What follows belongs to an exercise in optimizing a design on an open flow for small area and a short achievable clock period; a production flow would make more cautious choices.
Function was not checked in any run shown here: the RTL went through the layout flow alone.
Power is estimated from default activity; no workload was simulated.

[flow/design.v]
module display_comb(
	input wire [3:0] digit,
	output reg [7:0] segCode
);
always @(*) begin
	case (digit)
		4'h0: segCode = 8'b11000000;
		4'h1: segCode = 8'b11111001;
		4'h2: segCode = 8'b10100100;
		4'h3: segCode = 8'b10110000;
		4'h4: segCode = 8'b10011001;
		4'h5: segCode = 8'b10010010;
		4'h6: segCode = 8'b10000010;
		4'h7: segCode = 8'b11111000;
		4'h8: segCode = 8'b10000000;
		4'h9: segCode = 8'b10010000;
		default: segCode = 8'b11111111;
	endcase
end
endmodule
module scoreConverter(
	input wire [13:0] score,
	output wire [3:0] ones,
	output wire [3:0] tens,
	output wire [3:0] hundreds,
	output wire [3:0] thousands
);
function [3:0] add3;
	input [3:0] d;
	case (d)
		4'd5: add3 = 4'd8;
		4'd6: add3 = 4'd9;
		4'd7: add3 = 4'd10;
		4'd8: add3 = 4'd11;
		4'd9: add3 = 4'd12;
		4'd10: add3 = 4'd13;
		4'd11: add3 = 4'd14;
		4'd12: add3 = 4'd15;
		4'd13: add3 = 4'd0;
		4'd14: add3 = 4'd1;
		4'd15: add3 = 4'd2;
		default: add3 = d;
	endcase
endfunction
reg [17:0] bcd;
integer i;
always @(*) begin
	bcd = 18'd0;
	for (i = 13; i >= 0; i = i - 1) begin
		bcd[3:0] = add3(bcd[3:0]);
		bcd[7:4] = add3(bcd[7:4]);
		bcd[11:8] = add3(bcd[11:8]);
		bcd[15:12] = add3(bcd[15:12]);
		bcd = {bcd[16:0], score[i]};
	end
end
assign ones = bcd[3:0];
assign tens = bcd[7:4];
assign hundreds = bcd[11:8];
reg [3:0] th10;
always @(*) begin
	case (bcd[15:12])
		4'd0: th10 = 4'd10;
		4'd1: th10 = 4'd11;
		4'd2: th10 = 4'd12;
		4'd3: th10 = 4'd13;
		4'd4: th10 = 4'd14;
		4'd5: th10 = 4'd15;
		4'd6: th10 = 4'd0;
		4'd7: th10 = 4'd1;
		4'd8: th10 = 4'd2;
		default: th10 = 4'd3;
	endcase
end
assign thousands = bcd[16] ? th10 : bcd[15:12];
endmodule
module vga640x480(
	input wire clk,
	input wire reset,
	output wire [3:0] pcol,
	output wire [3:0] prow,
	input wire pMouse,
	input wire pCat,
	input wire pGoal,
	input wire GameOver,
	output reg hsync,
	output reg vsync,
	output wire [2:0] red,
	output wire [2:0] green,
	output wire [1:0] blue
);
reg [4:0] hcol;
reg [5:0] hsub;
reg [3:0] vrow;
reg [5:0] vsub;
function [15:0] map_row;
	input [3:0] r;
	case (r)
		4'd0:  map_row = 16'b1111111111111111;
		4'd1:  map_row = 16'b1000000110000011;
		4'd2:  map_row = 16'b1100110000110001;
		4'd3:  map_row = 16'b1001100000011101;
		4'd4:  map_row = 16'b1000001011000001;
		4'd5:  map_row = 16'b1010100000010101;
		4'd6:  map_row = 16'b1000101001010001;
		4'd7:  map_row = 16'b1010100000010101;
		4'd8:  map_row = 16'b1000001101000001;
		4'd9:  map_row = 16'b1011100000011101;
		4'd10: map_row = 16'b1000100000110001;
		4'd11: map_row = 16'b1100000110000011;
		default: map_row = 16'b1111111111111111;
	endcase
endfunction
function [5:0] inc6;
	input [5:0] a;
	inc6 = a ^ {&a[4:0], &a[3:0], &a[2:0], &a[1:0], a[0], 1'b1};
endfunction
wire hsub_end = (hsub == 6'd39);
wire line_end = (hcol == 5'd16) & (hsub == 6'd15);    
wire vsub_end = (vsub == 6'd39);
wire frame_end = (vrow == 4'd13);                       
wire [5:0] nhsub = hsub_end ? 6'd0 : inc6(hsub);
wire [4:0] nhcol = ~hsub_end ? hcol : (hcol == 5'd19) ? 5'd0 : hcol ^ {&hcol[3:0], &hcol[2:0], &hcol[1:0], hcol[0], 1'b1};
wire [5:0] nvsub = ~line_end ? vsub : (frame_end | vsub_end) ? 6'd0 : inc6(vsub);
wire [3:0] nvrow = ~line_end ? vrow : frame_end ? 4'd0 : vsub_end ? vrow ^ {&vrow[2:0], &vrow[1:0], vrow[0], 1'b1} : vrow;
wire nhsync = ~(((nhcol == 5'd16) & (nhsub[5] | nhsub[4])) | (nhcol == 5'd17) |
                ((nhcol == 5'd18) & ~nhsub[5]));
wire nvsync = ~((nvrow == 4'd0) & (nvsub[5:1] == 5'd0));
wire nvsub_ge31 = nvsub[5] | (&nvsub[4:0]);
wire nvact = ~((nvrow == 4'd0) & ~nvsub_ge31) & ~((nvrow == 4'd12) & nvsub_ge31) & (nvrow != 4'd13);
wire nhact = ~nhcol[4];
wire [3:0] ncol = nhcol[3:0];
assign pcol = ncol;
assign prow = nvrow;
wire [15:0] nmrow = map_row(nvrow);
wire nwallpix = nmrow[ncol];
reg r, g, b;
always @(*) begin
	r = 1'b0;
	g = 1'b0;
	b = 1'b0;
	if (nvact & nhact) begin
		if (pMouse) begin
			g = 1'b1;
		end else if (pCat) begin
			r = 1'b1;
		end else if (pGoal) begin
			r = 1'b1;
			g = 1'b1;
		end else if (!nwallpix) begin
			r = 1'b1;
			g = ~GameOver;
			b = ~GameOver;
		end else begin
			b = 1'b1;
		end
	end
end
reg red1, green1, blue1;
always @(posedge clk or posedge reset) begin
	if (reset) begin
		hcol <= 5'd16;
		hsub <= 6'd16;
		vrow <= 4'd0;
		vsub <= 6'd0;
		hsync <= 1'b0;
		vsync <= 1'b0;
		red1 <= 1'b0;
		green1 <= 1'b0;
		blue1 <= 1'b0;
	end else begin
		hcol <= nhcol;
		hsub <= nhsub;
		vrow <= nvrow;
		vsub <= nvsub;
		hsync <= nhsync;
		vsync <= nvsync;
		red1 <= r;
		green1 <= g;
		blue1 <= b;
	end
end
assign red = {3{red1}};
assign green = {3{green1}};
assign blue = {2{blue1}};
endmodule
module step_slots(
	input wire clk,
	input wire reset,
	input wire [5:0] cc,
	output wire mslot,
	output wire cslot,
	output reg [3:0] r15,
	output reg [3:0] r12
);
reg [6:0] b2;
reg [1:0] d3_0;
reg [1:0] d3_1;
reg [1:0] d3_2;
reg [1:0] d3_3;
reg [2:0] d5_0;
reg [2:0] d5_1;
reg [2:0] d5_2;
reg [2:0] d7_0;
reg [2:0] d7_1;
reg [3:0] d11_0;
reg [3:0] d11_1;
reg [3:0] q13;
wire q13_fb = ~(q13[3] ^ q13[2]) ^ (q13 == 4'd2);
reg [4:0] q17;
wire q17_fb = ~(q17[4] ^ q17[0]) ^ (q17 == 5'd7);
reg [4:0] q19;
wire q19_fb = ~(q19[4] ^ q19[1]) ^ (q19 == 5'd9);
reg [4:0] q23;
wire q23_fb = ~(q23[4] ^ q23[2]) ^ (q23 == 5'd12);
reg [4:0] q29;
wire q29_fb = ~(q29[4] ^ q29[2]) ^ (q29 == 5'd5);
reg [4:0] q31;
wire q31_fb = ~(q31[4] ^ q31[2]);
reg [5:0] q37;
wire q37_fb = ~(q37[5] ^ q37[4]) ^ (q37 == 6'd16);
reg [5:0] q41;
wire q41_fb = ~(q41[5] ^ q41[4]) ^ (q41 == 6'd58);
reg [5:0] q43;
wire q43_fb = ~(q43[5] ^ q43[0]) ^ (q43 == 6'd29);
reg [5:0] q47;
wire q47_fb = ~(q47[5] ^ q47[4]) ^ (q47 == 6'd6);
reg [5:0] q53;
wire q53_fb = ~(q53[5] ^ q53[0]) ^ (q53 == 6'd23);
reg [5:0] q59;
wire q59_fb = ~(q59[5] ^ q59[0]) ^ (q59 == 6'd36);
reg [5:0] q61;
wire q61_fb = ~(q61[5] ^ q61[0]) ^ (q61 == 6'd10);
reg [6:0] q67;
wire q67_fb = ~(q67[6] ^ q67[5]) ^ (q67 == 7'd123);
reg [6:0] q71;
wire q71_fb = ~(q71[6] ^ q71[4]) ^ (q71 == 7'd71);
reg [6:0] q73;
wire q73_fb = ~(q73[6] ^ q73[1]) ^ (q73 == 7'd23);
reg [6:0] q79;
wire q79_fb = ~(q79[6] ^ q79[3]) ^ (q79 == 7'd58);
reg [6:0] q83;
wire q83_fb = ~(q83[6] ^ q83[3]) ^ (q83 == 7'd38);
reg [6:0] q89;
wire q89_fb = ~(q89[6] ^ q89[5]) ^ (q89 == 7'd89);
reg [6:0] q97;
wire q97_fb = ~(q97[6] ^ q97[3]) ^ (q97 == 7'd126);
reg [6:0] q101;
wire q101_fb = ~(q101[6] ^ q101[2]) ^ (q101 == 7'd96);
reg [6:0] q103;
wire q103_fb = ~(q103[6] ^ q103[0]) ^ (q103 == 7'd59);
reg [6:0] q107;
wire q107_fb = ~(q107[6] ^ q107[0]) ^ (q107 == 7'd99);
reg [6:0] q109;
wire q109_fb = ~(q109[6] ^ q109[2]) ^ (q109 == 7'd105);
reg [6:0] q113;
wire q113_fb = ~(q113[6] ^ q113[0]) ^ (q113 == 7'd60);
reg [6:0] q127;
wire q127_fb = ~(q127[6] ^ q127[2]);
function [1:0] next3;
	input [1:0] d;
	case (d)
		2'd0: next3 = 2'd1;
		2'd1: next3 = 2'd2;
		2'd2: next3 = 2'd0;
		default: next3 = 2'd0;
	endcase
endfunction
function [2:0] next5;
	input [2:0] d;
	case (d)
		3'd0: next5 = 3'd1;
		3'd1: next5 = 3'd2;
		3'd2: next5 = 3'd3;
		3'd3: next5 = 3'd4;
		3'd4: next5 = 3'd0;
		default: next5 = 3'd0;
	endcase
endfunction
function [2:0] next7;
	input [2:0] d;
	case (d)
		3'd0: next7 = 3'd1;
		3'd1: next7 = 3'd2;
		3'd2: next7 = 3'd3;
		3'd3: next7 = 3'd4;
		3'd4: next7 = 3'd5;
		3'd5: next7 = 3'd6;
		3'd6: next7 = 3'd0;
		default: next7 = 3'd0;
	endcase
endfunction
function [3:0] next11;
	input [3:0] d;
	case (d)
		4'd0: next11 = 4'd1;
		4'd1: next11 = 4'd2;
		4'd2: next11 = 4'd3;
		4'd3: next11 = 4'd4;
		4'd4: next11 = 4'd5;
		4'd5: next11 = 4'd6;
		4'd6: next11 = 4'd7;
		4'd7: next11 = 4'd8;
		4'd8: next11 = 4'd9;
		4'd9: next11 = 4'd10;
		4'd10: next11 = 4'd0;
		default: next11 = 4'd0;
	endcase
endfunction
wire wrap = (b2 == 7'd127) & (d3_0 == 2'd1) & (d3_1 == 2'd2) & (d3_2 == 2'd1) & (d3_3 == 2'd0) & (d5_0 == 3'd1) & (d5_1 == 3'd3) & (d5_2 == 3'd3) & (d7_0 == 3'd0) & (d7_1 == 3'd4) & (d11_0 == 4'd7) & (d11_1 == 4'd10) & (q13 == 4'd1);
always @(posedge clk or posedge reset) begin
	if (reset) begin
		b2 <= 7'd0;
		d3_0 <= 2'd0;
		d3_1 <= 2'd0;
		d3_2 <= 2'd0;
		d3_3 <= 2'd0;
		d5_0 <= 3'd0;
		d5_1 <= 3'd0;
		d5_2 <= 3'd0;
		d7_0 <= 3'd0;
		d7_1 <= 3'd0;
		d11_0 <= 4'd0;
		d11_1 <= 4'd0;
		q13 <= 4'd2;
		q17 <= 5'd0;
		q19 <= 5'd9;
		q23 <= 5'd12;
		q29 <= 5'd5;
		q31 <= 5'd0;
		q37 <= 6'd16;
		q41 <= 6'd58;
		q43 <= 6'd8;
		q47 <= 6'd22;
		q53 <= 6'd23;
		q59 <= 6'd36;
		q61 <= 6'd33;
		q67 <= 7'd0;
		q71 <= 7'd71;
		q73 <= 7'd23;
		q79 <= 7'd58;
		q83 <= 7'd38;
		q89 <= 7'd0;
		q97 <= 7'd0;
		q101 <= 7'd49;
		q103 <= 7'd59;
		q107 <= 7'd99;
		q109 <= 7'd105;
		q113 <= 7'd60;
		q127 <= 7'd16;
	end else begin
		b2 <= b2 ^ {&b2[5:0], &b2[4:0], &b2[3:0], &b2[2:0], &b2[1:0], b2[0], 1'b1};
		d3_0 <= next3(d3_0) ^ ({2{wrap}} & 2'd2);
		d3_1 <= (((d3_0 == 2'd2)) ? next3(d3_1) : d3_1) ^ ({2{wrap}} & 2'd2);
		d3_2 <= (((d3_0 == 2'd2) & (d3_1 == 2'd2)) ? next3(d3_2) : d3_2) ^ ({2{wrap}} & 2'd1);
		d3_3 <= (((d3_0 == 2'd2) & (d3_1 == 2'd2) & (d3_2 == 2'd2)) ? next3(d3_3) : d3_3);
		d5_0 <= next5(d5_0) ^ ({3{wrap}} & 3'd2);
		d5_1 <= (((d5_0 == 3'd4)) ? next5(d5_1) : d5_1) ^ ({3{wrap}} & 3'd3);
		d5_2 <= (((d5_0 == 3'd4) & (d5_1 == 3'd4)) ? next5(d5_2) : d5_2) ^ ({3{wrap}} & 3'd3);
		d7_0 <= next7(d7_0) ^ ({3{wrap}} & 3'd1);
		d7_1 <= (((d7_0 == 3'd6)) ? next7(d7_1) : d7_1) ^ ({3{wrap}} & 3'd4);
		d11_0 <= next11(d11_0) ^ ({4{wrap}} & 4'd8);
		d11_1 <= (((d11_0 == 4'd10)) ? next11(d11_1) : d11_1) ^ ({4{wrap}} & 4'd10);
		q13 <= {q13[2:0], q13_fb} ^ ({4{wrap}} & 4'd1);
		q17 <= {q17[3:0], q17_fb} ^ ({5{wrap}} & 5'd2);
		q19 <= {q19[3:0], q19_fb} ^ ({5{wrap}} & 5'd28);
		q23 <= {q23[3:0], q23_fb} ^ ({5{wrap}} & 5'd21);
		q29 <= {q29[3:0], q29_fb} ^ ({5{wrap}} & 5'd10);
		q31 <= {q31[3:0], q31_fb} ^ ({5{wrap}} & 5'd4);
		q37 <= {q37[4:0], q37_fb} ^ ({6{wrap}} & 6'd38);
		q41 <= {q41[4:0], q41_fb} ^ ({6{wrap}} & 6'd21);
		q43 <= {q43[4:0], q43_fb} ^ ({6{wrap}} & 6'd2);
		q47 <= {q47[4:0], q47_fb} ^ ({6{wrap}} & 6'd8);
		q53 <= {q53[4:0], q53_fb} ^ ({6{wrap}} & 6'd1);
		q59 <= {q59[4:0], q59_fb} ^ ({6{wrap}} & 6'd20);
		q61 <= {q61[4:0], q61_fb} ^ ({6{wrap}} & 6'd2);
		q67 <= {q67[5:0], q67_fb} ^ ({7{wrap}} & 7'd64);
		q71 <= {q71[5:0], q71_fb} ^ ({7{wrap}} & 7'd10);
		q73 <= {q73[5:0], q73_fb} ^ ({7{wrap}} & 7'd36);
		q79 <= {q79[5:0], q79_fb} ^ ({7{wrap}} & 7'd3);
		q83 <= {q83[5:0], q83_fb} ^ ({7{wrap}} & 7'd68);
		q89 <= {q89[5:0], q89_fb} ^ ({7{wrap}} & 7'd1);
		q97 <= {q97[5:0], q97_fb} ^ ({7{wrap}} & 7'd80);
		q101 <= {q101[5:0], q101_fb} ^ ({7{wrap}} & 7'd8);
		q103 <= {q103[5:0], q103_fb} ^ ({7{wrap}} & 7'd8);
		q107 <= {q107[5:0], q107_fb} ^ ({7{wrap}} & 7'd5);
		q109 <= {q109[5:0], q109_fb} ^ ({7{wrap}} & 7'd20);
		q113 <= {q113[5:0], q113_fb} ^ ({7{wrap}} & 7'd8);
		q127 <= {q127[5:0], q127_fb} ^ ({7{wrap}} & 7'd4);
	end
end
reg ms, cs;
always @(*) begin
	case (cc)
		6'd0: begin ms = ((d5_0 == 3'd0)) & (q13 == 4'd2); cs = ((d5_0 == 3'd0)) & (q13 == 4'd2); end
		6'd1: begin ms = (b2[0:0] == 1'd0) & ((d3_0 == 2'd0)) & ((d11_0 == 4'd0)); cs = (b2[5:0] == 6'd0); end
		6'd2: begin ms = (q67 == 7'd0); cs = ((d3_0 == 2'd0) & (d3_1 == 2'd0)) & ((d7_0 == 3'd0)); end
		6'd3: begin ms = (b2[1:0] == 2'd0) & (q17 == 5'd0); cs = (b2[0:0] == 1'd0) & (q31 == 5'd0); end
		6'd4: begin ms = ((d3_0 == 2'd0)) & (q23 == 5'd12); cs = (q61 == 6'd33); end
		6'd5: begin ms = (b2[0:0] == 1'd0) & ((d5_0 == 3'd0)) & ((d7_0 == 3'd0)); cs = (b2[1:0] == 2'd0) & ((d3_0 == 2'd0)) & ((d5_0 == 3'd0)); end
		6'd6: begin ms = (q71 == 7'd71); cs = (q59 == 6'd36); end
		6'd7: begin ms = (b2[2:0] == 3'd0) & ((d3_0 == 2'd0) & (d3_1 == 2'd0)); cs = (b2[0:0] == 1'd0) & (q29 == 5'd5); end
		6'd8: begin ms = (q73 == 7'd23); cs = ((d3_0 == 2'd0)) & (q19 == 5'd9); end
		6'd9: begin ms = (b2[0:0] == 1'd0) & (q37 == 6'd16); cs = (b2[2:0] == 3'd0) & ((d7_0 == 3'd0)); end
		6'd10: begin ms = ((d3_0 == 2'd0)) & ((d5_0 == 3'd0) & (d5_1 == 3'd0)); cs = ((d5_0 == 3'd0)) & ((d11_0 == 4'd0)); end
		6'd11: begin ms = (b2[1:0] == 2'd0) & (q19 == 5'd9); cs = (b2[0:0] == 1'd0) & ((d3_0 == 2'd0) & (d3_1 == 2'd0) & (d3_2 == 2'd0)); end
		6'd12: begin ms = ((d7_0 == 3'd0)) & ((d11_0 == 4'd0)); cs = (q53 == 6'd23); end
		6'd13: begin ms = (b2[0:0] == 1'd0) & ((d3_0 == 2'd0)) & (q13 == 4'd2); cs = (b2[1:0] == 2'd0) & (q13 == 4'd2); end
		6'd14: begin ms = (q79 == 7'd58); cs = ((d3_0 == 2'd0)) & (q17 == 5'd0); end
		6'd15: begin ms = (b2[3:0] == 4'd0) & ((d5_0 == 3'd0)); cs = (b2[0:0] == 1'd0) & ((d5_0 == 3'd0) & (d5_1 == 3'd0)); end
		6'd16: begin ms = ((d3_0 == 2'd0) & (d3_1 == 2'd0) & (d3_2 == 2'd0) & (d3_3 == 2'd0)); cs = ((d7_0 == 3'd0) & (d7_1 == 3'd0)); end
		6'd17: begin ms = (b2[0:0] == 1'd0) & (q41 == 6'd58); cs = (b2[3:0] == 4'd0) & ((d3_0 == 2'd0)); end
		6'd18: begin ms = (q83 == 7'd38); cs = (q47 == 6'd22); end
		6'd19: begin ms = (b2[1:0] == 2'd0) & ((d3_0 == 2'd0)) & ((d7_0 == 3'd0)); cs = (b2[0:0] == 1'd0) & (q23 == 5'd12); end
		6'd20: begin ms = ((d5_0 == 3'd0)) & (q17 == 5'd0); cs = ((d3_0 == 2'd0) & (d3_1 == 2'd0)) & ((d5_0 == 3'd0)); end
		6'd21: begin ms = (b2[0:0] == 1'd0) & (q43 == 6'd8); cs = (b2[1:0] == 2'd0) & ((d11_0 == 4'd0)); end
		6'd22: begin ms = ((d3_0 == 2'd0)) & (q29 == 5'd5); cs = (q43 == 6'd8); end
		6'd23: begin ms = (b2[2:0] == 3'd0) & ((d11_0 == 4'd0)); cs = (b2[0:0] == 1'd0) & ((d3_0 == 2'd0)) & ((d7_0 == 3'd0)); end
		6'd24: begin ms = (q89 == 7'd0); cs = (q41 == 6'd58); end
		6'd25: begin ms = (b2[0:0] == 1'd0) & ((d3_0 == 2'd0) & (d3_1 == 2'd0)) & ((d5_0 == 3'd0)); cs = (b2[2:0] == 3'd0) & ((d5_0 == 3'd0)); end
		6'd26: begin ms = ((d7_0 == 3'd0)) & (q13 == 4'd2); cs = ((d3_0 == 2'd0)) & (q13 == 4'd2); end
		6'd27: begin ms = (b2[1:0] == 2'd0) & (q23 == 5'd12); cs = (b2[0:0] == 1'd0) & (q19 == 5'd9); end
		6'd28: begin ms = ((d3_0 == 2'd0)) & (q31 == 5'd0); cs = (q37 == 6'd16); end
		6'd29: begin ms = (b2[0:0] == 1'd0) & (q47 == 6'd22); cs = (b2[1:0] == 2'd0) & ((d3_0 == 2'd0) & (d3_1 == 2'd0)); end
		6'd30: begin ms = ((d5_0 == 3'd0)) & (q19 == 5'd9); cs = ((d5_0 == 3'd0)) & ((d7_0 == 3'd0)); end
		6'd31: begin ms = (b2[4:0] == 5'd0) & ((d3_0 == 2'd0)); cs = (b2[0:0] == 1'd0) & (q17 == 5'd0); end
		6'd32: begin ms = (q97 == 7'd0); cs = ((d3_0 == 2'd0)) & ((d11_0 == 4'd0)); end
		6'd33: begin ms = (b2[0:0] == 1'd0) & ((d7_0 == 3'd0) & (d7_1 == 3'd0)); cs = (b2[4:0] == 5'd0); end
		6'd34: begin ms = ((d3_0 == 2'd0) & (d3_1 == 2'd0)) & ((d11_0 == 4'd0)); cs = (q31 == 5'd0); end
		6'd35: begin ms = (b2[1:0] == 2'd0) & ((d5_0 == 3'd0) & (d5_1 == 3'd0)); cs = (b2[0:0] == 1'd0) & ((d3_0 == 2'd0)) & ((d5_0 == 3'd0)); end
		6'd36: begin ms = (q101 == 7'd49); cs = (q29 == 5'd5); end
		6'd37: begin ms = (b2[0:0] == 1'd0) & ((d3_0 == 2'd0)) & (q17 == 5'd0); cs = (b2[1:0] == 2'd0) & ((d7_0 == 3'd0)); end
		6'd38: begin ms = (q103 == 7'd59); cs = ((d3_0 == 2'd0) & (d3_1 == 2'd0) & (d3_2 == 2'd0)); end
		6'd39: begin ms = (b2[2:0] == 3'd0) & (q13 == 4'd2); cs = (b2[0:0] == 1'd0) & (q13 == 4'd2); end
		6'd40: begin ms = ((d3_0 == 2'd0)) & ((d5_0 == 3'd0)) & ((d7_0 == 3'd0)); cs = ((d5_0 == 3'd0) & (d5_1 == 3'd0)); end
		6'd41: begin ms = (b2[0:0] == 1'd0) & (q53 == 6'd23); cs = (b2[2:0] == 3'd0) & ((d3_0 == 2'd0)); end
		6'd42: begin ms = (q107 == 7'd99); cs = (q23 == 5'd12); end
		6'd43: begin ms = (b2[1:0] == 2'd0) & ((d3_0 == 2'd0) & (d3_1 == 2'd0) & (d3_2 == 2'd0)); cs = (b2[0:0] == 1'd0) & ((d11_0 == 4'd0)); end
		6'd44: begin ms = (q109 == 7'd105); cs = ((d3_0 == 2'd0)) & ((d7_0 == 3'd0)); end
		6'd45: begin ms = (b2[0:0] == 1'd0) & ((d5_0 == 3'd0)) & ((d11_0 == 4'd0)); cs = (b2[1:0] == 2'd0) & ((d5_0 == 3'd0)); end
		6'd46: begin ms = ((d3_0 == 2'd0)) & (q37 == 6'd16); cs = (q19 == 5'd9); end
		6'd47: begin ms = (b2[3:0] == 4'd0) & ((d7_0 == 3'd0)); cs = (b2[0:0] == 1'd0) & ((d3_0 == 2'd0) & (d3_1 == 2'd0)); end
		6'd48: begin ms = (q113 == 7'd60); cs = (q17 == 5'd0); end
		6'd49: begin ms = (b2[0:0] == 1'd0) & ((d3_0 == 2'd0)) & (q19 == 5'd9); cs = (b2[3:0] == 4'd0); end
		6'd50: begin ms = ((d5_0 == 3'd0)) & (q23 == 5'd12); cs = ((d3_0 == 2'd0)) & ((d5_0 == 3'd0)); end
		6'd51: begin ms = (b2[1:0] == 2'd0) & (q29 == 5'd5); cs = (b2[0:0] == 1'd0) & ((d7_0 == 3'd0)); end
		6'd52: begin ms = ((d3_0 == 2'd0) & (d3_1 == 2'd0)) & (q13 == 4'd2); cs = (q13 == 4'd2); end
		6'd53: begin ms = (b2[0:0] == 1'd0) & (q59 == 6'd36); cs = (b2[1:0] == 2'd0) & ((d3_0 == 2'd0)); end
		6'd54: begin ms = ((d7_0 == 3'd0)) & (q17 == 5'd0); cs = ((d11_0 == 4'd0)); end
		6'd55: begin ms = (b2[2:0] == 3'd0) & ((d3_0 == 2'd0)) & ((d5_0 == 3'd0)); cs = (b2[0:0] == 1'd0) & ((d5_0 == 3'd0)); end
		6'd56: begin ms = ((d11_0 == 4'd0) & (d11_1 == 4'd0)); cs = ((d3_0 == 2'd0) & (d3_1 == 2'd0)); end
		6'd57: begin ms = (b2[0:0] == 1'd0) & (q61 == 6'd33); cs = (b2[2:0] == 3'd0); end
		6'd58: begin ms = ((d3_0 == 2'd0)) & (q41 == 6'd58); cs = ((d7_0 == 3'd0)); end
		6'd59: begin ms = (b2[1:0] == 2'd0) & (q31 == 5'd0); cs = (b2[0:0] == 1'd0) & ((d3_0 == 2'd0)); end
		6'd60: begin ms = ((d5_0 == 3'd0) & (d5_1 == 3'd0) & (d5_2 == 3'd0)); cs = ((d5_0 == 3'd0)); end
		6'd61: begin ms = (b2[0:0] == 1'd0) & ((d3_0 == 2'd0) & (d3_1 == 2'd0)) & ((d7_0 == 3'd0)); cs = (b2[1:0] == 2'd0); end
		6'd62: begin ms = (q127 == 7'd16); cs = ((d3_0 == 2'd0)); end
		6'd63: begin ms = (b2[6:0] == 7'd0); cs = (b2[0:0] == 1'd0); end
		default: begin ms = 1'b0; cs = 1'b0; end
	endcase
end
assign mslot = ms;
assign cslot = cs;
always @(*) begin
	case ({d3_0, d5_0})
		{2'd0, 3'd0}: r15 = 4'd0;
		{2'd0, 3'd1}: r15 = 4'd6;
		{2'd0, 3'd2}: r15 = 4'd12;
		{2'd0, 3'd3}: r15 = 4'd3;
		{2'd0, 3'd4}: r15 = 4'd9;
		{2'd1, 3'd0}: r15 = 4'd10;
		{2'd1, 3'd1}: r15 = 4'd1;
		{2'd1, 3'd2}: r15 = 4'd7;
		{2'd1, 3'd3}: r15 = 4'd13;
		{2'd1, 3'd4}: r15 = 4'd4;
		{2'd2, 3'd0}: r15 = 4'd5;
		{2'd2, 3'd1}: r15 = 4'd11;
		{2'd2, 3'd2}: r15 = 4'd2;
		{2'd2, 3'd3}: r15 = 4'd8;
		{2'd2, 3'd4}: r15 = 4'd14;
		default: r15 = 4'd0;
	endcase
	case ({d3_0, b2[1:0]})
		{2'd0, 2'd0}: r12 = 4'd0;
		{2'd0, 2'd1}: r12 = 4'd9;
		{2'd0, 2'd2}: r12 = 4'd6;
		{2'd0, 2'd3}: r12 = 4'd3;
		{2'd1, 2'd0}: r12 = 4'd4;
		{2'd1, 2'd1}: r12 = 4'd1;
		{2'd1, 2'd2}: r12 = 4'd10;
		{2'd1, 2'd3}: r12 = 4'd7;
		{2'd2, 2'd0}: r12 = 4'd8;
		{2'd2, 2'd1}: r12 = 4'd5;
		{2'd2, 2'd2}: r12 = 4'd2;
		{2'd2, 2'd3}: r12 = 4'd11;
		default: r12 = 4'd0;
	endcase
end
endmodule
module walls4(
	input wire [3:0] x,
	input wire [3:0] y,
	output wire wU,
	output wire wR,
	output wire wD,
	output wire wL
);
assign wU = ~((x[0] & ~x[1] & ~x[3] & y[2]) | (~x[0] & x[3] & y[0] & y[2]) | (~x[0] & x[1] & x[3] & ~y[0]) | (x[0] & ~x[3] & ~y[1] & y[3]) | (~x[1] & x[3] & y[0] & y[1] & ~y[2]) | (x[1] & ~x[3] & y[0] & y[1] & ~y[2]) | (x[0] & ~x[3] & y[1] & y[2]) | (~x[0] & x[1] & x[3] & y[3]) | (~x[1] & ~x[2] & y[1] & y[3]) | (~x[0] & x[2] & ~y[0] & y[1] & ~y[3]) | (~x[1] & ~x[2] & ~y[0] & y[2]) | (x[1] & x[2] & y[1] & y[3]) | (x[1] & ~x[2] & ~y[0] & ~y[2] & ~y[3]) | (x[0] & x[3] & ~y[0] & ~y[2] & ~y[3]) | (~x[2] & ~x[3] & y[0] & y[1]) | (~x[2] & ~x[3] & y[0] & y[2]) | (x[0] & x[2] & ~y[0] & ~y[1] & ~y[3]) | (~x[0] & x[2] & x[3] & ~y[1] & y[3]));
assign wR = ~((~x[0] & ~x[1] & ~y[2]) | (x[0] & x[2] & ~x[3] & y[0]) | (x[0] & x[3] & ~y[1]) | (~x[0] & ~x[3] & ~y[0]) | (~x[1] & ~x[2] & x[3] & y[0]) | (~x[1] & ~x[2] & ~x[3] & ~y[0]) | (~x[2] & y[0] & y[1] & y[3]) | (x[1] & ~x[2] & ~y[0] & ~y[1]) | (x[1] & x[2] & ~x[3] & y[1] & ~y[3]) | (~x[2] & ~y[1] & ~y[2] & ~y[3]) | (~x[1] & x[2] & x[3] & ~y[0] & y[2]) | (x[0] & x[3] & ~y[0] & y[3]) | (~x[0] & ~x[3] & y[2]) | (x[0] & x[1] & x[2] & y[1]) | (~x[0] & ~x[3] & ~y[1] & y[3]) | (x[0] & x[2] & y[0] & ~y[3]));
assign wD = (y[0] & y[1] & y[3]) | (x[0] & x[3] & y[2]) | (~x[0] & ~x[3] & y[2]) | (x[1] & x[3] & ~y[1] & ~y[2] & ~y[3]) | (~x[1] & x[2] & ~x[3] & y[0] & ~y[1] & ~y[2]) | (x[0] & x[3] & ~y[0] & ~y[1]) | (~x[0] & ~x[3] & ~y[0] & ~y[1]) | (x[1] & ~x[2] & ~y[0] & ~y[2] & ~y[3]) | (x[1] & ~x[3] & y[0] & y[1] & ~y[2]) | (~x[1] & ~x[3] & y[1] & y[3]) | (x[0] & x[1] & x[2] & y[1] & y[3]) | (~x[0] & ~x[1] & x[2] & ~y[1] & y[3]) | (x[1] & x[2] & x[3] & y[1] & y[3]) | (~x[0] & ~x[1] & ~x[2] & y[1] & y[3]) | (x[0] & ~x[2] & x[3] & y[0] & y[1]) | (x[1] & ~x[2] & ~x[3] & ~y[1] & y[3]) | (~x[1] & ~x[2] & x[3] & y[0] & y[1] & y[2]) | (~x[0] & x[2] & x[3] & ~y[0] & ~y[2] & ~y[3]);
assign wL = ~((x[1] & ~x[2] & ~x[3] & ~y[0]) | (~x[0] & ~x[2] & x[3] & y[0]) | (x[1] & x[2] & ~x[3] & y[0]) | (x[0] & x[3] & ~y[0]) | (~x[1] & x[2] & ~y[0] & ~y[1]) | (x[2] & ~y[1] & ~y[2] & ~y[3]) | (x[0] & x[1] & ~x[2] & ~y[2]) | (x[2] & y[0] & y[1] & y[3]) | (x[1] & x[2] & x[3] & ~y[0]) | (~x[1] & ~x[2] & x[3] & y[1] & ~y[3]) | (x[0] & x[1] & y[1] & ~y[2]) | (x[1] & x[3] & y[1] & ~y[2]) | (x[0] & x[3] & y[2]) | (~x[1] & x[3] & ~y[1] & y[3]) | (~x[0] & ~x[1] & ~x[2] & y[3]));
endmodule
module wallg(
	input wire [3:0] x,
	input wire [3:0] y,
	output wire w
);
assign w = ~((~x[0] & x[3] & y[2]) | (x[0] & ~x[1] & ~x[3] & y[2]) | (x[0] & ~x[1] & x[3] & y[1] & ~y[2]) | (x[1] & ~x[3] & ~y[0] & y[1] & ~y[2]) | (~x[0] & x[1] & x[2] & ~x[3] & y[0]) | (x[2] & x[3] & ~y[0] & y[3]) | (x[0] & ~x[3] & y[0] & y[2]) | (x[0] & ~x[1] & ~x[2] & x[3] & y[0]) | (~x[0] & x[1] & x[3] & y[0] & ~y[3]) | (~x[0] & x[1] & ~x[2] & x[3] & y[3]) | (x[0] & ~x[1] & ~x[3] & ~y[1] & y[3]) | (x[1] & ~x[2] & ~x[3] & ~y[0] & y[2]) | (~x[1] & x[2] & y[0] & ~y[1] & ~y[2] & ~y[3]) | (~x[1] & x[2] & y[0] & y[1] & y[3]) | (~x[0] & ~x[1] & x[3] & ~y[0] & y[1]) | (x[0] & x[1] & ~y[0] & ~y[1] & y[3]) | (x[1] & ~x[2] & y[0] & y[1] & y[3]) | (x[1] & ~x[2] & y[0] & ~y[1] & ~y[2] & ~y[3]) | (x[2] & x[3] & ~y[0] & y[2]) | (x[0] & x[1] & x[2] & y[1] & ~y[3]) | (x[0] & ~x[2] & ~x[3] & ~y[0] & y[1]) | (x[1] & x[2] & y[0] & ~y[1] & y[3]) | (x[0] & ~x[1] & ~x[3] & y[0] & y[1] & ~y[3]) | (x[1] & ~x[2] & ~x[3] & ~y[0] & y[3]) | (x[1] & ~x[2] & ~y[0] & ~y[1] & y[2]) | (~x[1] & x[2] & ~y[0] & ~y[1] & y[3]) | (~x[1] & x[2] & ~y[0] & ~y[1] & y[2]) | (~x[1] & ~x[2] & x[3] & y[1] & ~y[2] & ~y[3]) | (~x[1] & ~x[2] & x[3] & y[0] & ~y[1] & y[3]));
endmodule
module Location(
	input wire rightBtn,
	input wire leftBtn,
	input wire upBtn,
	input wire downBtn,
	input wire crightBtn,
	input wire cleftBtn,
	input wire cupBtn,
	input wire cdownBtn,
	input wire clock,
	input wire reset,
	output wire [3:0] CatX,
	output wire [3:0] CatY,
	output wire [3:0] MouseX,
	output wire [3:0] MouseY,
	output wire [3:0] GoalX,
	output wire [3:0] GoalY,
	output wire [13:0] Score,
	output wire GameOver,
	input wire [3:0] pcol,
	input wire [3:0] prow,
	output wire pMouse,
	output wire pCat,
	output wire pGoal,
	output wire nGameOver
);
reg [3:0] mx, my, cx, cy, gx, gy;
reg [13:0] sc;
reg go;
reg [5:0] cc;
wire mslot, cslot;
wire [3:0] r15, r12;
step_slots steps(
	.clk(clock),
	.reset(reset),
	.cc(cc),
	.mslot(mslot),
	.cslot(cslot),
	.r15(r15),
	.r12(r12)
);
function [3:0] inc4;
	input [3:0] a;
	inc4 = a ^ {&a[2:0], &a[1:0], a[0], 1'b1};
endfunction
function [3:0] dec4;
	input [3:0] a;
	dec4 = a ^ {~|a[2:0], ~|a[1:0], ~a[0], 1'b1};
endfunction
function [13:0] add14;
	input [13:0] a;
	input [13:0] b;
	integer i;
	reg c;
	begin
		c = 1'b0;
		for (i = 0; i < 14; i = i + 1) begin
			add14[i] = a[i] ^ b[i] ^ c;
			c = (a[i] & b[i]) | (c & (a[i] ^ b[i]));
		end
	end
endfunction
function [13:0] dec14;
	input [13:0] a;
	integer i;
	reg b;
	begin
		b = 1'b1;
		for (i = 0; i < 14; i = i + 1) begin
			dec14[i] = a[i] ^ b;
			b = b & ~a[i];
		end
	end
endfunction
function [13:0] bonus;
	input [3:0] x;
	input [3:0] y;
	bonus = add14(add14(14'd50, {10'd0, x}), {10'd0, y});
endfunction
wire mact = mslot & ~go;
wire [3:0] myU = dec4(my), myD = inc4(my), mxR = inc4(mx), mxL = dec4(mx);
wire mwU, mwR, mwD, mwL;
walls4 mwalls(.x(mx), .y(my), .wU(mwU), .wR(mwR), .wD(mwD), .wL(mwL));
wire mokU = ~mwU, mokR = ~mwR, mokD = ~mwD, mokL = ~mwL;
wire mbtn = upBtn | rightBtn | downBtn | leftBtn;
wire mgoU = mact & upBtn & mokU;
wire mgoR = mact & ~upBtn & rightBtn & mokR;
wire mgoD = mact & ~upBtn & ~rightBtn & downBtn & mokD;
wire mgoL = mact & ~upBtn & ~rightBtn & ~downBtn & leftBtn & mokL;
wire mstx = ~(mgoR | mgoL);
wire msty = ~(mgoU | mgoD);
wire [3:0] mxn = mgoR ? mxR : (mgoL ? mxL : mx);
wire [3:0] myn = mgoU ? myU : (mgoD ? myD : my);
wire cact = cslot & ~go;
wire [3:0] cyU = dec4(cy), cyD = inc4(cy), cxR = inc4(cx), cxL = dec4(cx);
wire cwU, cwR, cwD, cwL;
walls4 cwalls(.x(cx), .y(cy), .wU(cwU), .wR(cwR), .wD(cwD), .wL(cwL));
wire cokU = ~cwU, cokR = ~cwR, cokD = ~cwD, cokL = ~cwL;
wire cgoU = cact & cupBtn & cokU;
wire cgoR = cact & ~cupBtn & crightBtn & cokR;
wire cgoD = cact & ~cupBtn & ~crightBtn & cdownBtn & cokD;
wire cgoL = cact & ~cupBtn & ~crightBtn & ~cdownBtn & cleftBtn & cokL;
wire cstx = ~(cgoR | cgoL);
wire csty = ~(cgoU | cgoD);
wire [3:0] cxn = cgoR ? cxR : (cgoL ? cxL : cx);
wire [3:0] cyn = cgoU ? cyU : (cgoD ? cyD : cy);
function [4:0] diff;
	input [3:0] a;
	input [3:0] b;
	integer i;
	reg c;
	begin
		c = 1'b1;
		for (i = 0; i < 4; i = i + 1) begin
			diff[i] = a[i] ^ ~b[i] ^ c;
			c = (a[i] & ~b[i]) | (c & (a[i] ^ ~b[i]));
		end
		diff[4] = ~c;
	end
endfunction
wire [4:0] dmcx = diff(mx, cx), dmcy = diff(my, cy);
wire eqx = (((mstx & cstx) | (mgoR & cgoR) | (mgoL & cgoL)) & (dmcx == 5'd0)) |
           (((mstx & cgoR) | (mgoL & cstx)) & (dmcx == 5'd1)) |
           (((mstx & cgoL) | (mgoR & cstx)) & (dmcx == 5'd31)) |
           (mgoL & cgoR & (dmcx == 5'd2)) | (mgoR & cgoL & (dmcx == 5'd30));
wire eqy = (((msty & csty) | (mgoD & cgoD) | (mgoU & cgoU)) & (dmcy == 5'd0)) |
           (((msty & cgoD) | (mgoU & csty)) & (dmcy == 5'd1)) |
           (((msty & cgoU) | (mgoD & csty)) & (dmcy == 5'd31)) |
           (mgoU & cgoD & (dmcy == 5'd2)) | (mgoD & cgoU & (dmcy == 5'd30));
wire caught = cact & eqx & eqy;
wire [4:0] dcgx = diff(cx, gx), dcgy = diff(cy, gy);
wire cg0x = (dcgx == 5'd0), cgpx = (dcgx == 5'd1), cgmx = (dcgx == 5'd31);
wire cg0y = (dcgy == 5'd0), cgpy = (dcgy == 5'd1), cgmy = (dcgy == 5'd31);
wire nearx = (cstx & (cg0x | cgpx | cgmx)) | (cgoR & (cg0x | cgmx | (dcgx == 5'd30))) |
             (cgoL & (cg0x | cgpx | (dcgx == 5'd2)));
wire neary = (csty & (cg0y | cgpy | cgmy)) | (cgoD & (cg0y | cgmy | (dcgy == 5'd30))) |
             (cgoU & (cg0y | cgpy | (dcgy == 5'd2)));
wire near = nearx & neary;
wire [4:0] dmgx = diff(mx, gx), dmgy = diff(my, gy), dmrx = diff(mx, r15), dmry = diff(my, r12);
wire eatgx = (mstx & (dmgx == 5'd0)) | (mgoR & (dmgx == 5'd31)) | (mgoL & (dmgx == 5'd1));
wire eatgy = (msty & (dmgy == 5'd0)) | (mgoD & (dmgy == 5'd31)) | (mgoU & (dmgy == 5'd1));
wire eatrx = (mstx & (dmrx == 5'd0)) | (mgoR & (dmrx == 5'd31)) | (mgoL & (dmrx == 5'd1));
wire eatry = (msty & (dmry == 5'd0)) | (mgoD & (dmry == 5'd31)) | (mgoU & (dmry == 5'd1));
wire eatg = eatgx & eatgy, eatr = eatrx & eatry;
wire eat = near ? eatr : eatg;
wire dec = mact & (|sc) & (mbtn | (sc == 14'd1));
wire [13:0] scm1 = dec14(sc);
wire [13:0] addg = add14(sc, bonus(gx, gy));
wire [13:0] addr = add14(sc, bonus(r15, r12));
wire [13:0] addg1 = dec14(addg);
wire [13:0] addr1 = dec14(addr);
wire [13:0] scd = dec ? scm1 : sc;
wire [13:0] sc2 = near ? (eatr ? (dec ? addr1 : addr) : scd) : (eatg ? (dec ? addg1 : addg) : scd);
wire gwall;
wallg gwalls(.x(gx), .y(gy), .w(gwall));
wire gmove = near | eatg | gwall;
always @(posedge clock or posedge reset) begin
	if (reset) begin
		mx <= 4'd5;
		my <= 4'd3;
		cx <= 4'd9;
		cy <= 4'd11;
		gx <= 4'd14;
		gy <= 4'd10;
		sc <= 14'd0;
		go <= 1'b0;
		cc <= 6'd0;
	end else begin
		mx <= mxn;
		my <= myn;
		cx <= cxn;
		cy <= cyn;
		if (gmove) begin
			gx <= r15;
			gy <= r12;
		end
		sc <= sc2;
		go <= go | caught;
		if (eat) cc <= cc ^ {&cc[4:0], &cc[3:0], &cc[2:0], &cc[1:0], cc[0], 1'b1};
	end
end
assign CatX = cx;
assign CatY = cy;
assign MouseX = mx;
assign MouseY = my;
assign GoalX = gx;
assign GoalY = gy;
assign Score = sc;
assign GameOver = go;
wire [4:0] dpmx = diff(pcol, mx), dpmy = diff(prow, my), dpcx = diff(pcol, cx), dpcy = diff(prow, cy);
assign pMouse = ((mstx & (dpmx == 5'd0)) | (mgoR & (dpmx == 5'd1)) | (mgoL & (dpmx == 5'd31))) &
                ((msty & (dpmy == 5'd0)) | (mgoD & (dpmy == 5'd1)) | (mgoU & (dpmy == 5'd31)));
assign pCat = ((cstx & (dpcx == 5'd0)) | (cgoR & (dpcx == 5'd1)) | (cgoL & (dpcx == 5'd31))) &
              ((csty & (dpcy == 5'd0)) | (cgoD & (dpcy == 5'd1)) | (cgoU & (dpcy == 5'd31)));
assign pGoal = gmove ? ((pcol == r15) & (prow == r12)) : ((pcol == gx) & (prow == gy));
assign nGameOver = go | caught;
endmodule
module top_fsm(
	input clk,
	input reset,
	input rightBtn,
	input leftBtn,
	input upBtn,
	input downBtn,
	input crightBtn,
	input cleftBtn,
	input cupBtn,
	input cdownBtn,
	output reg [7:0] segCode,
	output wire [3:0] an,
	output wire [2:0] red,
	output wire [2:0] green,
	output wire [1:0] blue,
	output wire hsync,
	output wire vsync,
	output wire [3:0] catX,
	output wire [3:0] catY,
	output wire [3:0] mouseX,
	output wire [3:0] mouseY,
	output wire [3:0] goalX,
	output wire [3:0] goalY,
	output wire [13:0] score,
	output wire gameOver
);
wire [3:0] pcol, prow;
wire pMouse, pCat, pGoal, nGameOver;
Location locate(
	.rightBtn(rightBtn),
	.leftBtn(leftBtn),
	.upBtn(upBtn),
	.downBtn(downBtn),
	.crightBtn(crightBtn),
	.cleftBtn(cleftBtn),
	.cupBtn(cupBtn),
	.cdownBtn(cdownBtn),
	.clock(clk),
	.reset(reset),
	.CatX(catX),
	.CatY(catY),
	.MouseX(mouseX),
	.MouseY(mouseY),
	.GoalX(goalX),
	.GoalY(goalY),
	.Score(score),
	.GameOver(gameOver),
	.pcol(pcol),
	.prow(prow),
	.pMouse(pMouse),
	.pCat(pCat),
	.pGoal(pGoal),
	.nGameOver(nGameOver)
);
wire [3:0] ones, tens, hundreds, thousands;
scoreConverter converter(
	.score(score),
	.ones(ones),
	.tens(tens),
	.hundreds(hundreds),
	.thousands(thousands)
);
vga640x480 drawScreen(
	.clk(clk),
	.reset(reset),
	.pcol(pcol),
	.prow(prow),
	.pMouse(pMouse),
	.pCat(pCat),
	.pGoal(pGoal),
	.GameOver(nGameOver),
	.hsync(hsync),
	.vsync(vsync),
	.red(red),
	.green(green),
	.blue(blue)
);
reg [1:0] count;
always @(posedge clk or posedge reset) begin
	if (reset)
		count <= 2'b00;
	else
		count <= {count[1] ^ count[0], ~count[0]};
end
reg [3:0] digit;
always @(*) begin
	case (count)
		2'd0: digit = ones;
		2'd1: digit = tens;
		2'd2: digit = hundreds;
		default: digit = thousands;
	endcase
end
wire [7:0] seg;
display_comb decode(
	.digit(digit),
	.segCode(seg)
);
reg [1:0] shown;
always @(posedge clk) begin
	segCode <= seg;
	shown <= count;
end
assign an = (shown == 2'd0) ? 4'b1110 :
            (shown == 2'd1) ? 4'b1101 :
            (shown == 2'd2) ? 4'b1011 : 4'b0111;
endmodule
[flow/flow/run.sh]
#!/bin/bash
# The standard layout (the standard.sh, all steps), with two changes in
# how it is made, not in what it is held to:
# - the ports are buffered with a plain buffer instead of ORFS's default
#   pick, a delay cell (every port still gets its own buffer);
# - ORFS's timing repair aims for 69.9 ns of setup slack at the design's
#   90 ns clock, so that it speeds up the paths that set the achieved period.
set -euo pipefail
export BUFFER_PORTS_ARGS="-buffer_cell sky130_fd_sc_hd__buf_2"
export SETUP_SLACK_MARGIN=69.9
bash standard.sh > standard.log 2>&1
[flow/standard.sh]
#!/bin/bash
# synth_recipe.tcl (not shown) runs the flow's synth.tcl, then flattens the netlist and writes it again
# the make line also repeats each setting of config.mk as NAME=value (left out here)
make -C /OpenROAD-flow-scripts/flow DESIGN_CONFIG=/design/flow/config.mk WORK_HOME=/design/flow/orfs CLKGATE_MAP_FILE= SYNTH_SCRIPT=/design/flow/synth_recipe.tcl "${@:-finish}"
[flow/config.mk]
export PLATFORM = sky130hd
export DESIGN_NAME = top_fsm
export DESIGN_NICKNAME = top_fsm
export VERILOG_FILES = /design/flow/design.v
export SDC_FILE = /design/flow/constraint.sdc
export NUM_CORES = 4
export LEC_CHECK = 0
export ABC_AREA = 1
export CAP_MARGIN = 20
export CORE_MARGIN = 2
export CORE_UTILIZATION = 65
export SLEW_MARGIN = 20
[flow/constraint.sdc]
create_clock -name core_clock -period 90.0 [get_ports {clk}]
set_input_delay 18.0000 -clock core_clock [delete_from_list [all_inputs] [get_ports {clk}]]
set_output_delay 18.0000 -clock core_clock [all_outputs]
set_load 0.01 [all_outputs]
==> flow_summary.ini, run 1 <==
[clock_network]
clock_path_buffers = 3
cts_tree = built
clk_latency_ns = 0.59
clockRootBuffer = clkbuf_16
clk_pin_slew_worst_paths_ns = 0.06
cts-buffers-inserted = 31
hold_buffers = 0
cts_num_sinks = 282
cts-htree-levels = 1

[yosys]
ys.flop_type = dfrtp_1
async_flop_share_pct = 96.8
synth_area_leader_cell = dfrtp_1
netlist_area_mm2 = 0.0205
synth_commonest_cells = nand2_1, inv_1, nor2_1
synth_area_leaders = dfrtp_1, dfstp_2, ha_1
synth_edf_count = 0
yosysSeqAreaShare_pct = 34.7
yosysMostFrequentCell = nand2_1
yosysTopAreaCellShare_pct = 24.1
yosys_warnings = 6
synth_seq_cells = 282
synthesis.nets = 2829
synth_area_per_cell_um2 = 7.79
synth_cells = 2629
netlist-cell-type-count = 70

[routing]
ant_nets = 0
wl_per_cell_um = 18.5
wl_met3_mm = 4.90
routed_wirelength_mm = 57.5
drtIter0Drc = 1719
via_per_inst = 6.12
remaining_drc_errors = 0
met2_length_mm = 26.9
wl_met1_mm = 23.5
highest_layer = met4
first_pass_iters = 7
vias = 19000

[cells_and_area]
stdcell_count = 3109
seq_area_mm2 = 0.00711
top_register = locate.sc
area_growth_pct = 9.16
multi_input_area_mm2 = 0.0117
nFillCells = 2407
design_area_mm2 = 0.0223
diodes = 0
drive_gt1_share_pct = 12.1
fin_nets = 2888
largest_reg_flops = 14

[grt]
grt_pass1_vias = 18900
grt_util_all_layers_pct = 35.1
gr-total-overflow = 0
antenna_found_initial = 0
grt_max_degree = 91
grt_pass1_wl_mm = 94.1

[setup_path]
cp-start-kind = input port
critical_path_required_ns = 90.46
end_kind = register
rr_startpoint = locate.steps.d3_0[0]$_DFF_PP0_
crit_type = in2reg
cp_max_fo = 16
ff2ff_path_depth = 24
r2r-end = locate.sc[13]$_DFF_PP0_
rrSetupSlack_ns = 82.40
critPathArrivalTime_ns = 20.44

[min_path]
holdCritStartpoint = locate.steps.q103[3]$_DFF_PP1_
hold_path_class = reg2reg
holdPathStages = 0
whs_endpoint = locate.steps.q103[4]$_DFF_PP1_

[sta]
tns_ns = 0
post-route-min-period_ns = 19.98
fmax_mhz = 50.1
grt_setup_unrepaired = yes
drv_slew = 0
worst_pin_slew_ns = 1.10
worst_hold_slack_ns = 0.364
slew_headroom_pct = 26.7
fin_crit_sh_pct = 22.2
hold_violations = 0
finalSetupViolations = 0
final.setup_skew_ns = 0.0162

[floorplanning]
die_h_um = 181
start_util_pct = 66.4
die_w_um = 181
design.core.area_mm2 = 0.0308
io_pins = 71
num_rows = 64
dieArea_mm2 = 0.0329

[placed_design]
placed_cells = 3048
portBuffers = 69
dp_hpwl_mm = 42.8
gp_congestion = 1.08
place_area_mm2 = 0.0212

[power]
power.total_w = 0.000259
ir_drop_mv = 0.0170
p_per_area_mw_per_mm2 = 11.6
p_leak_nw = 10.8

[outcome]
status = no timing/DRC/antenna violations

[job]
cap_viol_max_count = 0
## per-layer routing
metal  up-vias  global-route usage, %
met2       906                   58.9
met5         -                      0
met4         0                   12.4
met3       199                   5.98
met1      9048                   46.3
li1       8884                      -
## worst max-delay path: stages
cell	delay, ns
buf_2	0.12
or2_4	0.28
nor3b_4	0.23
nand3_1	0.09
a211o_1	0.31
nor2_4	0.16
inv_2	0.11
o41ai_4	0.24
nand2_2	0.15
inv_4	0.13
nand2_8	0.12
nand2_8	0.15
mux2_1	0.33
## logic make-up after synthesis
| family | count (synthesis) | synth area share [%] |
|---|---|---|
| simple gates | 1216 | 26.9 |
| mux | 2 | 0.110 |
| other cells | 1 | 0.0183 |
| fa+ha+maj | 190 | 13.7 |
| buf+inv | 476 | 8.95 |
| xor+xnor | 104 | 4.45 |
| compound gates | 358 | 11.2 |
| flops | 282 | 34.7 |
## metrics by stage
stage | utilization, % | worst slack, ns
after floorplan | - | 68.45
after global placement | 68.7 | 68.70
after detailed placement | 68.7 | 68.52
after CTS | 72.3 | 69.90
after global routing | 72.5 | 69.86
final | 72.5 | 70.02
## layout by cell type (no fill, tap or decap), drive strengths merged, types with 11 or more instances in the layout
master / count
fa: 56
o211ai: 24
clkbuf: 36
ha: 134
nand3: 222
nor4: 44
nor3: 75
clkinv: 22
o21ai: 140
buf: 83
a31oi: 11
nand4: 66
xor2: 72
dfstp: 76
o22ai: 28
nand2: 470
inv: 411
nor2: 307
a21oi: 52
xnor2: 32
nand3b: 11
a221oi: 11
dfrtp: 197
a211oi: 18
## report_power, final
group | switching, W | internal [W]
Sequential | 0.000000183 | 0.000127
Clock | 0.0000562 | 0.0000718
Combinational | 0.00000331 | 0.000000859
## worst max path at each step
stage                     startpoint                    endpoint  slack, ns  depth (start not counted)
final                       rightBtn    locate.cc[4]$_DFFE_PP0P_      70.02                         13
after global routing        rightBtn  drawScreen.blue1$_DFF_PP0_      69.86                         16
after CTS                   rightBtn    locate.cc[4]$_DFFE_PP0P_      69.90                         13
after detailed placement    rightBtn  drawScreen.blue1$_DFF_PP0_      68.52                         16
after global placement      rightBtn   drawScreen.red1$_DFF_PP0_      68.70                         17
after floorplan                reset          count[0]$_DFF_PP0_      68.45                          1
## final cells by class
class | instances | share of cell area (%)
multi-input combinational | 1872 | 52.2
sequential | 282 | 31.8
inverter | 418 | 7.05
clock buffer | 36 | 3.65
tap | 396 | 2.22
timing repair buffer | 83 | 2.11
clock inverter | 22 | 0.980
## repair_timing
item	4_1_cts	5_1_grt
resized for setup	6	10
buffers inserted	1	0
pin swaps	2	2
endpoints found under the setup margin	119	22
cloned	1	0
==> inputs of run 2 (changes only) <==
--- a/flow/config.mk
+++ b/flow/config.mk
@@ -9,4 +9,5 @@
 export CAP_MARGIN = 20
 export CORE_MARGIN = 2
 export CORE_UTILIZATION = 65
+export CTS_BUF_LIST = sky130_fd_sc_hd__clkbuf_4 sky130_fd_sc_hd__clkbuf_8
 export SLEW_MARGIN = 20
==> run 2 against run 1 <==
Core utilization is 0.17 points higher. Clock power about the same. Area after synthesis did not move. Worst hold slack improved by 0.0021 ns. Largest power group unchanged. Synthesized cell count is the same. Clock skew grew 0.018 ns. Final area up 0.23%. Routed wire length hardly changed. Global-route usage increased by 0.14 points. Combinational power barely moved. Critical path type unchanged.
==> flow_summary.ini, run 2 <==
[outcome]
status = no timing/DRC/antenna violations

[min_path]
hold_path_class = reg2reg
holdCritStartpoint = locate.steps.q23[2]$_DFF_PP1_
whs_endpoint = locate.steps.q23[3]$_DFF_PP1_
holdPathStages = 0

[yosys]
yosys_warnings = 6
netlist-cell-type-count = 70
synth_area_per_cell_um2 = 7.79
synth_edf_count = 0
synth_area_leader_cell = dfrtp_1
synth_seq_cells = 282
synth_area_leaders = dfrtp_1, dfstp_2, ha_1
async_flop_share_pct = 96.8
synth_cells = 2629
ys.flop_type = dfrtp_1
yosysSeqAreaShare_pct = 34.7
yosysTopAreaCellShare_pct = 24.1
yosysMostFrequentCell = nand2_1
netlist_area_mm2 = 0.0205
synthesis.nets = 2829
synth_commonest_cells = nand2_1, inv_1, nor2_1

[placed_design]
placed_cells = 3048
portBuffers = 69
dp_hpwl_mm = 42.8
gp_congestion = 1.08
place_area_mm2 = 0.0212
dp_slack_ns = 68.52

[floorplanning]
io_pins = 71
die_h_um = 181
start_util_pct = 66.4
dieArea_mm2 = 0.0329
num_rows = 64
design.core.area_mm2 = 0.0308
die_w_um = 181

[power]
seq_power_share_pct = 48.7
switching_share_pct = 22.0
p_int_w = 0.000204
p_per_area_mw_per_mm2 = 11.7
clkPwrFrac_pct = 49.7
p_comb_share_pct = 1.6
p_leak_nw = 10.9
ir_drop_mv = 0.0160
p_switching_w = 0.0000575

[routing]
vias = 19100
remaining_drc_errors = 0
drtIter0Drc = 1962
ant_nets = 0
routed_wirelength_mm = 57.5
first_pass_iters = 6
wl_per_cell_um = 18.3
via_per_inst = 6.07

[grt]
antenna_found_initial = 0
grt_max_degree = 91
gr-total-overflow = 0
grt_util_all_layers_pct = 35.3
grt_pass1_vias = 18800
grt_pass1_wl_mm = 94.1

[setup_path]
cp_max_fo = 16
worstPathCellList = buf_2 -> or2_4 -> nor3b_4 -> nand3_1 -> a211o_1 -> nor2_4 -> inv_2 -> o41ai_4 -> nand2_2 -> inv_4 -> nand2_8 -> nand2_8 -> mux2_1
critPathArrivalTime_ns = 20.46
ff2ff_path_depth = 24
crit_cells = 13
crit_type = in2reg
critPathBufInv = 3
cp-start-kind = input port
crit_start = rightBtn
rr_startpoint = locate.steps.d3_0[0]$_DFF_PP0_
worst_path_largest_cell_delay_ns = 0.32
r2r-end = locate.sc[13]$_DFF_PP0_
critical_path_required_ns = 90.44
rrSetupSlack_ns = 82.42
crit_family = simple AND/OR/NAND/NOR gates
slowest_stage = a211o_1
path_common_cell = nand2_8
end_kind = register

[sta]
tns_ns = 0
fmax_mhz = 50.0
final.setup_skew_ns = 0.0343
fin_crit_sh_pct = 22.2
worst_slack_ns = 69.99
grt_setup_unrepaired = yes
finalSetupViolations = 0
slew_headroom_pct = 26.8
worst_hold_slack_ns = 0.366
drv_slew = 0
post-route-min-period_ns = 20.01
worst_pin_slew_ns = 1.09
hold_violations = 0

[clock_network]
clk_latency_ns = 0.59
clock_path_buffers = 3
cts_tree = built
hold_buffers = 0
cts-htree-levels = 2
clockRootBuffer = clkbuf_8
clk_pin_slew_worst_paths_ns = 0.06
cts_num_sinks = 282
cts-buffers-inserted = 47

[job]
cap_viol_max_count = 0

[cells_and_area]
area_growth_pct = 9.41
stdcell_count = 3139
top_register = locate.sc
diodes = 0
largest_reg_flops = 14
drive_gt1_share_pct = 13.1
final_cell_mix = nand2_1, inv_1, nor2_1, nand3_1, dfrtp_1
design_area_mm2 = 0.0224
fin_nets = 2904
final_common_cell = nand2_1
nFillCells = 2409
run 2: cell counts after synthesis:
No cell type changed its count.
run 2: how the worst max path moves through the flow:
stage | end | slack (ns)
detailed placement | drawScreen.blue1$_DFF_PP0_ | 68.52
floorplan | count[0]$_DFF_PP0_ | 68.45
global route | drawScreen.blue1$_DFF_PP0_ | 69.89
global placement | drawScreen.red1$_DFF_PP0_ | 68.70
CTS | drawScreen.blue1$_DFF_PP0_ | 69.90
finish | locate.cc[4]$_DFFE_PP0P_ | 69.99
run 2: cell type report:
class                   instances  area, um2  area share [%]
well taps                     396        495            2.21
clock buffers                  74        906            4.04
repair buffers                 83        470            2.10
flip-flops and latches        282       7110            31.7
clock inverters                14        179           0.799
multi-input cells            1872      11700            52.1
inverters                     418       1580            7.03
run 2: worst register-to-register path, stage by stage (launching register included):
cell and delay (ns):
dfrtp_1 0.47, nor2_1 0.87, inv_1 0.33, o211ai_1 0.46, ha_1 0.20, inv_1 0.06, fa_1 0.41, fa_1 0.51
inv_1 0.05, fa_1 0.42, fa_1 0.43, fa_1 0.42, fa_1 0.41, fa_1 0.51, inv_1 0.05, ha_1 0.19
ha_1 0.21, ha_1 0.20, ha_1 0.21, ha_1 0.20, ha_1 0.20, nand4_1 0.10, xor2_1 0.26, o21ai_0 0.13
o22ai_1 0.19
run 2: what timing repair did:
action,4_1_cts,5_1_grt
setup endpoints to repair,119,21
buffers inserted,1,0
gates resized for setup,8,8
gates cloned,1,0
endpoints found under the hold margin,0,0
pin swaps,2,3
run 2: power by group through the flow:
stage / clock (W) / sequential, W / combinational [W]
3_3_place_gp: 0 / 0.000129 / 0.00000395
3_5_place_dp: 0 / 0.000129 / 0.00000410
2_1_floorplan: 0 / 0.000129 / 0.00000281
4_1_cts: 0.000132 / 0.000127 / 0.00000414
6_report: 0.000130 / 0.000127 / 0.00000419
5_1_grt: 0.000137 / 0.000127 / 0.00000488
run 2: cell families after synthesis:
group / Yosys count / share of synthesized area, %
adders and majority gates: 190 / 13.7
buffers and inverters: 476 / 8.95
AOI/OAI and AO/OA: 358 / 11.2
DFF: 282 / 34.7
xor gates and xnor gates: 104 / 4.45
muxes: 2 / 0.110
other: 1 / 0.0183
and+or+nand+nor: 1216 / 26.9
run 2: per-stage QoR:
step / utilization, % / total power, W
finish: 72.6 / 0.000261
detailed placement: 68.7 / 0.000133
CTS: 72.5 / 0.000263
global placement: 68.7 / 0.000133
global route: 72.6 / 0.000269
floorplan: - / 0.000132
run 2: routing by layer:
layer | wire length, um | global-route usage (%) | part of all wire (%) | vias to the layer above
li1 | - | - | - | 8917
met4 | 1890 | 12.3 | 3.3 | 0
met3 | 4950 | 6.32 | 8.6 | 165
met1 | 23500 | 46.8 | 41 | 9083
met2 | 27100 | 58.5 | 47 | 902
met5 | 0 | 0 | 0 | -
==> inputs of run 3 (changes only) <==
--- a/flow/config.mk
+++ b/flow/config.mk
@@ -9,5 +9,6 @@
 export CAP_MARGIN = 20
 export CORE_MARGIN = 2
 export CORE_UTILIZATION = 65
-export CTS_BUF_LIST = sky130_fd_sc_hd__clkbuf_4 sky130_fd_sc_hd__clkbuf_8
+export CTS_CLUSTER_DIAMETER = 80
+export CTS_CLUSTER_SIZE = 25
 export SLEW_MARGIN = 20
==> run 3 against run 2 <==
Still clean. Via count is 0.77% lower. Critical path depth grew 4. Combinational power rose by 1%. Clock power shrank 28%. Sequential power hardly changed. Largest power group is now registers.
==> flow_summary.ini, run 3 <==
[floorplanning]
dieArea_mm2 = 0.0329
num_rows = 64
die_w_um = 181
start_util_pct = 66.4
die_h_um = 181
io_pins = 71
design.core.area_mm2 = 0.0308

[routing]
drtIter0Drc = 1861
routed_wirelength_mm = 56.8
remaining_drc_errors = 0
ant_nets = 0
first_pass_iters = 7
wl_per_cell_um = 18.3
vias = 18900
via_per_inst = 6.11

[job]
cap_viol_max_count = 0

[yosys]
ys.flop_type = dfrtp_1
synth_edf_count = 0
synthAdderAreaFrac_pct = 13.7
synth-simple-area-share_pct = 26.9
yosysTopAreaCellShare_pct = 24.1
synth_area_per_cell_um2 = 7.79
synth_commonest_cells = nand2_1, inv_1, nor2_1
synth_xor_area_share_pct = 4.45
synthMuxAreaShare_pct = 0.110
synth_compound_area_share_pct = 11.2
yosys_warnings = 6
yosysSeqAreaShare_pct = 34.7
synth_area_leader_cell = dfrtp_1
synth_area_leaders = dfrtp_1, dfstp_2, ha_1
synth_cells = 2629
synth_seq_cells = 282
async_flop_share_pct = 96.8
synth_top_family_by_area = simple AND/OR/NAND/NOR gates
netlist_area_mm2 = 0.0205
netlist-cell-type-count = 70
synthesis.nets = 2829
yosysMostFrequentCell = nand2_1

[placed_design]
gp_congestion = 1.08
place_area_mm2 = 0.0212
portBuffers = 69
dp_hpwl_mm = 42.8

[clock_network]
clock_path_buffers = 3
clk_latency_ns = 0.53
clockRootBuffer = clkbuf_16
cts-htree-levels = 1
cts_num_sinks = 282
cts-buffers-inserted = 19
clk_pin_slew_worst_paths_ns = 0.09
cts_tree = built

[cells_and_area]
final_cell_mix = nand2_1, inv_1, nor2_1, nand3_1, dfrtp_1
final_common_cell = nand2_1
multi_input_area_mm2 = 0.0117
drive_gt1_share_pct = 11.7
top_register = locate.sc
fin_nets = 2888
nFillCells = 2450
largest_reg_flops = 14
diodes = 0
area_growth_pct = 7.87
design_area_mm2 = 0.0221
seq_area_mm2 = 0.00711
fin_util_pct = 71.6

[min_path]
holdCritStartpoint = locate.steps.q79[4]$_DFF_PP1_
holdPathStages = 0
whs_endpoint = locate.steps.q79[5]$_DFF_PP1_
hold_path_class = reg2reg

[setup_path]
crit_type = in2reg
worst_path_largest_cell_delay_ns = 0.33
path_common_cell = nand2_1
critical_path_required_ns = 90.41
worstPathCellList = buf_6 -> or2_4 -> nor3b_4 -> nand3_1 -> a211o_1 -> nor2_4 -> inv_4 -> o41ai_4 -> nand2_2 -> inv_4 -> nor3_4 -> inv_2 -> nand2_2 -> o21ai_4 -> nand2_1 -> nand2_1 -> nand2_1
rr_startpoint = locate.steps.d3_0[0]$_DFF_PP0_
slowest_stage = o41ai_4
r2r-end = locate.sc[13]$_DFF_PP0_
cp_max_fo = 7
critPathArrivalTime_ns = 20.39
rrSetupSlack_ns = 82.34
crit_family = simple AND/OR/NAND/NOR gates
end_kind = register
crit_cells = 17
critPathBufInv = 4
cp-start-kind = input port
ff2ff_path_depth = 24

[sta]
final.setup_skew_ns = 0.0257
fin_crit_sh_pct = 22.2
worst_pin_slew_ns = 1.06
grt_setup_unrepaired = no
drv_slew = 0
post-route-min-period_ns = 19.98
tns_ns = 0
fmax_mhz = 50.0
slew_headroom_pct = 28.8
hold_violations = 0
finalSetupViolations = 0

[power]
seq_power_share_pct = 56.5
p_int_w = 0.000170
clkPwrFrac_pct = 41.6
p_switching_w = 0.0000543
p_per_area_mw_per_mm2 = 10.2
p_leak_nw = 10.7
ir_drop_mv = 0.0169
switching_share_pct = 24.2
p_comb_share_pct = 1.9

[grt]
grt_util_all_layers_pct = 34.5
grt_pass1_vias = 18500
antenna_found_initial = 0
grt_pass1_wl_mm = 92.6
grt_max_degree = 91
gr-total-overflow = 0

[outcome]
status = no timing/DRC/antenna violations
[run 3: power by group through the flow]
stage / logic (W) / clock network (W) / registers (W)
after floorplan: 0.00000281 / 0 / 0.000129
after global routing: 0.00000492 / 0.0000994 / 0.000127
after CTS: 0.00000418 / 0.0000951 / 0.000127
after detailed placement: 0.00000410 / 0 / 0.000129
final: 0.00000424 / 0.0000935 / 0.000127
after global placement: 0.00000395 / 0 / 0.000129
[run 3: cells by family (layout without fill, tap and decap cells)]
| group | Yosys count | count (layout) |
|---|---|---|
| flip-flops | 282 | 282 |
| AO/OA/AOI/OAI | 358 | 358 |
| buffers and inverters | 476 | 545 |
| XOR/XNOR | 104 | 104 |
| other | 1 | 1 |
| AND/OR/NAND/NOR | 1216 | 1217 |
| adder cells (fa/ha/maj) | 190 | 190 |
| multiplexers | 2 | 2 |
[run 3: what timing repair did]
action,CTS,global route
gates cloned,1,0
setup endpoints to repair,127,26
setup buffers,1,12
hold buffers,0,0
pin swaps,3,14
resized for setup,11,14
[run 3: how the worst max path moves through the flow]
| stage | end | start |
|---|---|---|
| 2_1_floorplan | count[0]$_DFF_PP0_ | reset |
| 3_3_place_gp | drawScreen.red1$_DFF_PP0_ | rightBtn |
| 3_5_place_dp | drawScreen.blue1$_DFF_PP0_ | rightBtn |
| 4_1_cts | locate.cc[4]$_DFFE_PP0P_ | rightBtn |
| 5_1_grt | drawScreen.red1$_DFF_PP0_ | upBtn |
| 6_report | drawScreen.green1$_DFF_PP0_ | upBtn |
[run 3: layout make-up]
cell class | count | share of cell area (%)
Timing Repair Buffer | 95 | 2.65
Clock inverter | 9 | 0.640
Tap cell | 396 | 2.24
Inverter | 418 | 7.15
Clock buffer | 23 | 2.22
Sequential cell | 282 | 32.2
Multi-Input combinational cell | 1872 | 52.9
[run 3: layer usage]
| metal | vias up | track usage, % | share of wire [%] |
|---|---|---|---|
| li1 | 8862 | - | - |
| met1 | 8996 | 46.4 | 41 |
| met2 | 888 | 57.5 | 47 |
| met3 | 172 | 5.21 | 8.5 |
| met4 | 2 | 11.4 | 3.6 |
| met5 | - | 0 | 0.041 |
[run 3: per-stage QoR]
stage	std cells	hold WS, ns	power, W	worst slack, ns
6_report	3095	0.364	0.000225	70.02
5_1_grt	3095	0.373	0.000231	69.89
4_1_cts	3082	0.370	0.000226	69.90
3_5_place_dp	3048	0.356	0.000133	68.52
3_3_place_gp	3048	0.349	0.000133	68.70
2_1_floorplan	2629	0.346	0.000132	68.45

re-timing with driven ports:
The results above use ideal ports. As a check the final layouts listed here were re-extracted and re-timed, cells and wires unchanged. Step 1: set_driving_cell puts a clkbuf_16 on clk and a buf_2 on each other input, an assumption about the parent block. Step 2 also shifts input and output timing later by t, the mid clock arrival at the registers, as if the neighbouring blocks saw the same clock. Three values: ideal, step 1, step 2; two values: the first two.
run | shift t [ns] | setup WS [ns]
run 1 | 0.636 | 70.022 / 70.050 / 69.414
run 2 | 0.621 | 69.987 / 70.008 / 69.387
run 3 | 0.568 | 70.020 / 70.021 / 69.453
After both steps setup and hold are still met in every run listed.
